Background: an optimization exercise with open tools, aiming at small area. Do not read the settings as production practice. The RTL was checked by simulation tests, not by an equivalence proof against the original design. The clock port is modelled as an ideal driver; clocking choices that lean on that would not hold on a real chip. No activity file was given, so power comes from the tool's default toggle rates.

Setup of before:
// main_wrapper
module main_wrapper
   (btn_pin,
    rst,
    seg_cs_pin,
    seg_data_0_pin,
    seg_data_1_pin,
    sw_pin,
    sys_clk_in);
  input [4:0]btn_pin;
  input rst;
  output [7:0]seg_cs_pin;
  output [7:0]seg_data_0_pin;
  output [7:0]seg_data_1_pin;
  input [3:0]sw_pin;
  input sys_clk_in;
  wire [3:0] aim;
  wire [2:0] btr, btd;
  wire [3:0] dec;
  wire hit_nx, game;
  wire [23:0] b;
  wire [18:0] s;
  Debounce debounce_i (.clk(sys_clk_in), .rst(rst), .sw_pin(sw_pin), .btn_pin(btn_pin[2:0]),
                       .aim(aim), .btr(btr), .btd(btd));
  Random_gen random_i (.clk(sys_clk_in), .rst(rst), .clr_btn(btd[1]), .hold(hit_nx), .dec(dec));
  Control control_i (.clk(sys_clk_in), .rst(rst), .aim(aim), .rf(btr[1]), .mf(btr[2]),
                     .dec(dec), .hit_nx(hit_nx), .game(game), .b(b), .s(s));
  ssdisplay display_i (.clk(sys_clk_in), .rst(rst), .b(b), .s(s), .aim(aim), .test(btr[0]),
                       .game(game), .seg_data_0_pin(seg_data_0_pin),
                       .seg_data_1_pin(seg_data_1_pin), .seg_cs_pin(seg_cs_pin));
endmodule
==> module Control, before the edit <==
module Control(
  input clk,
  input rst,
  input [3:0] aim,
  input rf,             
  input mf,             
  input [3:0] dec,
  output hit_nx,        
  output reg game,
  output [23:0] b,      
  output [18:0] s       
);
  wire r0, r9;
  wire [8:0] q;
  Counter counter_i (.clk(clk), .rst(rst), .q(q), .r0(r0), .r9(r9));
  wire remove;
  Score score_i (.clk(clk), .rst(rst), .rf(rf), .inc(remove), .s(s));
  Hit hit_i (.s(s), .game(game), .q(q), .r9(r9), .rst(rst), .hit_nx(hit_nx));
  reg hit;
  always @(posedge clk) hit <= hit_nx;
  wire seven;
  Board board_i (.clk(clk), .rst(rst), .clrb(rf | ~game), .entry(!rf && hit && game),
                 .fire(!rf && mf && game && r0), .aim(aim), .dec(dec), .b(b), .seven(seven),
                 .remove(remove));
  always @(posedge clk)
    if (rst | rf) game <= 1'b1;
    else if (seven) game <= 1'b0;
endmodule
==> module Board, before the edit <==
module Board(input clk, input rst, input clrb, input entry, input fire, input [3:0] aim,
             input [3:0] dec, output reg [23:0] b, output reg seven, output remove);
  wire [6:0] nz;
  genvar k;
  generate for (k = 0; k < 6; k = k + 1) begin : g_nz
    assign nz[k] = |b[4*k+3:4*k];
  end endgenerate
  assign nz[6] = seven;
  reg [3:0] lead;
  integer j;
  always @(*) begin
    lead = 4'd0;
    for (j = 0; j < 6; j = j + 1)
      lead = lead | (b[4*j +: 4] & {4{~nz[j+1]}});
  end
  assign remove = fire && (aim == lead);
  reg [23:0] brm;
  always @(*)
    for (j = 0; j < 6; j = j + 1)
      brm[4*j +: 4] = b[4*j +: 4] & {4{~(remove & ~nz[j+1])}};
  always @(posedge clk)
    if (rst || clrb) begin
      b <= 0; seven <= 0;
    end else if (entry) begin
      b <= {brm[19:0], dec}; seven <= nz[5] & ~remove;
    end else
      b <= brm;
endmodule
==> module ssdisplay, before the edit <==
module ssdisplay(
  input clk,
  input rst,
  input [23:0] b,
  input [18:0] s,
  input [3:0] aim,
  input test,
  input game,
  output [7:0] seg_data_0_pin,
  output [7:0] seg_data_1_pin,
  output [7:0] seg_cs_pin
);
  reg [1:0] p;
  always @(posedge clk)
    if (rst) p <= 0;
    else p <= p + 2'd1;
  function [6:0] seg7(input [3:0] v);
    seg7 = {v[3] | (v[2] & ~v[1]) | (~v[2] & v[1]) | (v[1] & ~v[0]),
            v[3] | (~v[1] & ~v[0]) | (v[2] & ~v[1]) | (v[2] & ~v[0]),
            (~v[2] & ~v[0]) | (v[1] & ~v[0]),
            v[3] | (~v[2] & ~v[0]) | (v[1] & ~v[0]) | (~v[2] & v[1]) | (v[2] & ~v[1] & v[0]),
            v[2] | ~v[1] | v[0],
            ~v[2] | (v[1] & v[0]) | (~v[1] & ~v[0]),
            v[3] | v[1] | (v[2] & v[0]) | (~v[2] & ~v[0])};
  endfunction
  reg [3:0] v1, v2;
  always @(*) begin
    case (p)
      2'd0: v1 = game ? aim : 4'd0;
      2'd1: v1 = 4'd0;
      2'd2: v1 = game ? b[23:20] : 4'd0;
      default: v1 = game ? b[19:16] : {1'b0, s[18:16]};
    endcase
    case (p)
      2'd0: v2 = game ? b[15:12] : s[15:12];
      2'd1: v2 = game ? b[11:8] : s[11:8];
      2'd2: v2 = game ? b[7:4] : s[7:4];
      default: v2 = game ? b[3:0] : s[3:0];
    endcase
  end
  wire blank1 = game & ((v1 == 4'd0) | (v1[3] & (v1[2] | v1[1])));
  wire blank2 = game & (v2 == 4'd0);
  wire sym = game & (p == 2'd1);
  assign seg_data_0_pin = test ? 8'hff : sym ? 8'b01001001 : blank1 ? 8'h00 : {1'b0, seg7(v1)};
  assign seg_data_1_pin = test ? 8'hff : blank2 ? 8'h00 : {1'b0, seg7(v2)};
  wire [3:0] cs = {p == 2'd3, p == 2'd2, p == 2'd1, p == 2'd0};
  assign seg_cs_pin = {cs, cs};
endmodule
==> flow/config.mk <==
export PLATFORM = sky130hd
export DESIGN_NAME = main_wrapper
export DESIGN_NICKNAME = main_wrapper
export VERILOG_FILES = /design/flow/design.v
export SDC_FILE = /design/flow/constraint.sdc
export NUM_CORES = 4
export LEC_CHECK = 0
export CAP_MARGIN = 20
export CORE_MARGIN = 2
export CORE_UTILIZATION = 40
export SLEW_MARGIN = 20
==> flow/constraint.sdc <==
create_clock -name core_clock -period 60.0 [get_ports {sys_clk_in}]
set_input_delay 12.0000 -clock core_clock [delete_from_list [all_inputs] [get_ports {sys_clk_in}]]
set_output_delay 12.0000 -clock core_clock [all_outputs]
set_load 0.01 [all_outputs]
standard.sh (not shown) runs the stock make flow with config.mk's settings and CLKGATE_MAP_FILE= SYNTH_SCRIPT=/design/flow/synth_recipe.tcl, a recipe that flattens the netlist after the stock synthesis.
==> flow/flow/run.sh <==
#!/bin/bash
# Own layout flow: the standard flow (standard.sh), except that
#  - synthesis maps the logic with area-oriented ABC scripts
#    (flow/area_synth.tcl, flow/area_*.abc) and without Yosys's adder
#    extraction; everything before ABC, so every register and its name, is
#    as in the standard synthesis. Each ABC script is tried in a folder of its
#    own and the smallest netlist is laid out;
#  - the port buffers, and the buffers synthesis puts between two ports
#    driven by one net, are the smallest buffer;
#  - CTS uses small clock buffers and inserts no dummy clock loads; then
#    the leaves that drive many flip-flops get a stronger buffer.
# Each step's full output goes to a log file in the work folder.
set -euo pipefail
WORK=$(pwd)
R=orfs/results/$FLOW_PLATFORM/main_wrapper/base
CTS="-sink_clustering_enable -repair_clock_nets -dont_use_dummy_load -buf_list sky130_fd_sc_hd__clkbuf_4 -sink_clustering_size 10 -sink_clustering_max_diameter 50"
SYN=(ADDER_MAP_FILE= "SYNTH_SCRIPT=$WORK/flow/area_synth.tcl" \
     "MIN_BUF_CELL_AND_PORTS=sky130_fd_sc_hd__buf_1 A X")

# synthesis with each ABC script, in parallel
for a in flow/area_*.abc; do
  n=$(basename $a .abc)
  sed "s|$WORK/orfs|$WORK/syn_$n|g" standard.sh > $WORK/standard_$n.sh
  AREA_ABC_SCRIPT=$WORK/$a bash $WORK/standard_$n.sh synth "${SYN[@]}" \
    > $WORK/1_synth_$n.log 2>&1 &
done
wait
best=""; bestarea=""
for a in flow/area_*.abc; do
  n=$(basename $a .abc)
  f=$WORK/syn_$n/reports/$FLOW_PLATFORM/main_wrapper/base/synth_stat.txt
  [[ -f $f && -f $WORK/syn_$n/results/$FLOW_PLATFORM/main_wrapper/base/1_2_yosys.v ]] || continue
  area=$(grep "Chip area for module" $f | tail -1 | awk '{print $NF}')
  echo "$n $area" >> $WORK/1_synth_areas.txt
  if [[ -z $best ]] || awk -v a=$area -v b=$bestarea 'BEGIN{exit !(a<b)}'; then
    best=$n; bestarea=$area
  fi
done
echo "best $best $bestarea" >> $WORK/1_synth_areas.txt

# the best synthesis becomes the standard folder's; the rest are removed
rm -rf $WORK/orfs
mv $WORK/syn_$best $WORK/orfs
rm -rf $WORK/syn_*

LAYOUT=("${SYN[@]}" "BUFFER_PORTS_ARGS=-buffer_cell sky130_fd_sc_hd__buf_1" "CTS_ARGS=$CTS")
AREA_ABC_SCRIPT=$WORK/flow/$best.abc bash standard.sh cts "${LAYOUT[@]}" > $WORK/2_layout_to_cts.log 2>&1

# stronger buffers for the clock tree's heavily loaded leaves (flow/clk_leaf.tcl)
LEAF_LIB=$FLOW_HOME/platforms/$FLOW_PLATFORM/lib/sky130_fd_sc_hd__tt_025C_1v80.lib \
LEAF_RC=$FLOW_HOME/platforms/$FLOW_PLATFORM/setRC.tcl \
LEAF_DB=$WORK/$R/4_cts.odb LEAF_SDC=$WORK/$R/4_cts.sdc \
LEAF_BIG=sky130_fd_sc_hd__clkbuf_8 LEAF_MAX_SINKS=10 LEAF_MAX_SLEW_PS=95 \
  openroad -no_init -exit $WORK/flow/clk_leaf.tcl > $WORK/3_clk_leaf.log 2>&1

AREA_ABC_SCRIPT=$WORK/flow/$best.abc bash standard.sh finish "${LAYOUT[@]}" > $WORK/4_layout_finish.log 2>&1
Other scripts of this flow, unchanged in this note and not shown: flow/flow/area_f1.abc, flow/flow/area_k1.abc, flow/flow/area_k2.abc, flow/flow/area_k3.abc, flow/flow/area_synth.tcl, flow/flow/clk_leaf.tcl
before ended with every stage complete and zero timing, DRC or antenna violations.
> inputs changed (before -> after)
==> flow/design.v, changed modules only <==
module Control(
  input clk,
  input rst,
  input [3:0] aim,
  input rf,             
  input mf,             
  input [3:0] dec,
  output hit_nx,        
  output reg game,
  output [23:0] b,      
  output [18:0] s       
);
  wire r0, r9;
  wire [8:0] q;
  Counter counter_i (.clk(clk), .rst(rst), .q(q), .r0(r0), .r9(r9));
  wire remove;
  Score score_i (.clk(clk), .rst(rst), .rf(rf), .inc(remove), .s(s));
  Hit hit_i (.s(s), .game(game), .q(q), .r9(r9), .rst(rst), .hit_nx(hit_nx));
  reg hit;
  always @(posedge clk) hit <= hit_nx;
  wire seven;
  Board board_i (.clk(clk), .rst(rst), .clrb(rf), .entry(!rf && hit && game), .s(s),
                 .fire(!rf && mf && game && r0), .aim(aim), .dec(dec), .b(b), .seven(seven),
                 .remove(remove));
  always @(posedge clk)
    if (rst | rf) game <= 1'b1;
    else if (seven) game <= 1'b0;
endmodule
module Board(input clk, input rst, input clrb, input entry, input [18:0] s, input fire,
             input [3:0] aim,
             input [3:0] dec, output reg [23:0] b, output reg seven, output remove);
  wire [6:0] nz;
  genvar k;
  generate for (k = 0; k < 6; k = k + 1) begin : g_nz
    assign nz[k] = |b[4*k+3:4*k];
  end endgenerate
  assign nz[6] = seven;
  reg [3:0] lead;
  integer j;
  always @(*) begin
    lead = 4'd0;
    for (j = 0; j < 6; j = j + 1)
      lead = lead | (b[4*j +: 4] & {4{~nz[j+1]}});
  end
  assign remove = fire && (aim == lead);
  reg [23:0] brm;
  always @(*)
    for (j = 0; j < 6; j = j + 1)
      brm[4*j +: 4] = b[4*j +: 4] & {4{~(remove & ~nz[j+1])}};
  always @(posedge clk)
    if (rst || clrb) begin
      b <= 0; seven <= 0;
    end else if (seven) begin
      b <= {5'd0, s}; seven <= 0;
    end else if (entry) begin
      b <= {brm[19:0], dec}; seven <= nz[5] & ~remove;
    end else
      b <= brm;
endmodule
module ssdisplay(
  input clk,
  input rst,
  input [23:0] b,      
  input [18:0] s,
  input [3:0] aim,
  input test,
  input game,
  output [7:0] seg_data_0_pin,
  output [7:0] seg_data_1_pin,
  output [7:0] seg_cs_pin
);
  reg [1:0] p;
  always @(posedge clk)
    if (rst) p <= 0;
    else p <= p + 2'd1;
  function [6:0] seg7(input [3:0] v);
    seg7 = {v[3] | (v[2] & ~v[1]) | (~v[2] & v[1]) | (v[1] & ~v[0]),
            v[3] | (~v[1] & ~v[0]) | (v[2] & ~v[1]) | (v[2] & ~v[0]),
            (~v[2] & ~v[0]) | (v[1] & ~v[0]),
            v[3] | (~v[2] & ~v[0]) | (v[1] & ~v[0]) | (~v[2] & v[1]) | (v[2] & ~v[1] & v[0]),
            v[2] | ~v[1] | v[0],
            ~v[2] | (v[1] & v[0]) | (~v[1] & ~v[0]),
            v[3] | v[1] | (v[2] & v[0]) | (~v[2] & ~v[0])};
  endfunction
  reg [3:0] v1, v2;
  always @(*) begin
    case (p)
      2'd0: v1 = game ? aim : 4'd0;
      2'd1: v1 = 4'd0;
      2'd2: v1 = b[23:20];
      default: v1 = b[19:16];
    endcase
    case (p)
      2'd0: v2 = b[15:12];
      2'd1: v2 = b[11:8];
      2'd2: v2 = b[7:4];
      default: v2 = b[3:0];
    endcase
  end
  wire blank1 = game & ((v1 == 4'd0) | (v1[3] & (v1[2] | v1[1])));
  wire blank2 = game & (v2 == 4'd0);
  wire sym = game & (p == 2'd1);
  assign seg_data_0_pin = test ? 8'hff : sym ? 8'b01001001 : blank1 ? 8'h00 : {1'b0, seg7(v1)};
  assign seg_data_1_pin = test ? 8'hff : blank2 ? 8'h00 : {1'b0, seg7(v2)};
  wire [3:0] cs = {p == 2'd3, p == 2'd2, p == 2'd1, p == 2'd0};
  assign seg_cs_pin = {cs, cs};
endmodule
Notes after the runs:
after finished end to end and its layout was clean on timing, DRC and antenna.
Any difference in power between before and after is small enough to ignore.
From after to before, antenna diode count did not move at all.
Measured against each other, after and before differ in number of cells in the finished layout apart from fillers, the lower figure coming from after.
Comparing after and before, the higher total internal power was measured on after.
The sequential fraction of design power was comparable across after and before.
Compared with before, after shows a endpoint arrival time on the critical path that is 200 ps lower.
Pin count of the biggest net entering global routing came out exactly the same in after and before.
after against before: register fraction of the total cell area went up by 0.20 points, worst slack at placement went up by 280 ps, worst-case headroom to the max-slew limit went down by 0.42 points, HPWL reported at the end of detailed placement went down by about 4%.
In the final reports, the cell area of after is smaller than that of before.
In after the post-route worst setup slack turned out 200 ps higher than in before.
In after the total global-route track usage turned out 0.56 points lower than in before.

==> port drivers added, routing unchanged <==
No port has a modelled driver above. Below, the same layouts with a new extraction and two added sets of constraints.
Step 1: set_driving_cell puts a clkbuf_16 on sys_clk_in and a buf_2 on each other input, an assumption about the parent block.
Step 2 adds t to the input delays and takes it off the output delays; t is the mean of the earliest and latest rising clock arrival at the registers after step 1. Input paths then give back, and output paths get back, about the clock's delay inside the block.
a / b / c = no drivers / after step 1 / after step 2; a / b = the first two.
run	t (ns)	slack for setup (ns)	worst slew at a driven data input, ns
before	0.552	44.398 / 44.365 / 44.918	0.03
after	0.574	44.598 / 44.567 / 45.140	0.03
After both steps every run listed still meets setup and hold.
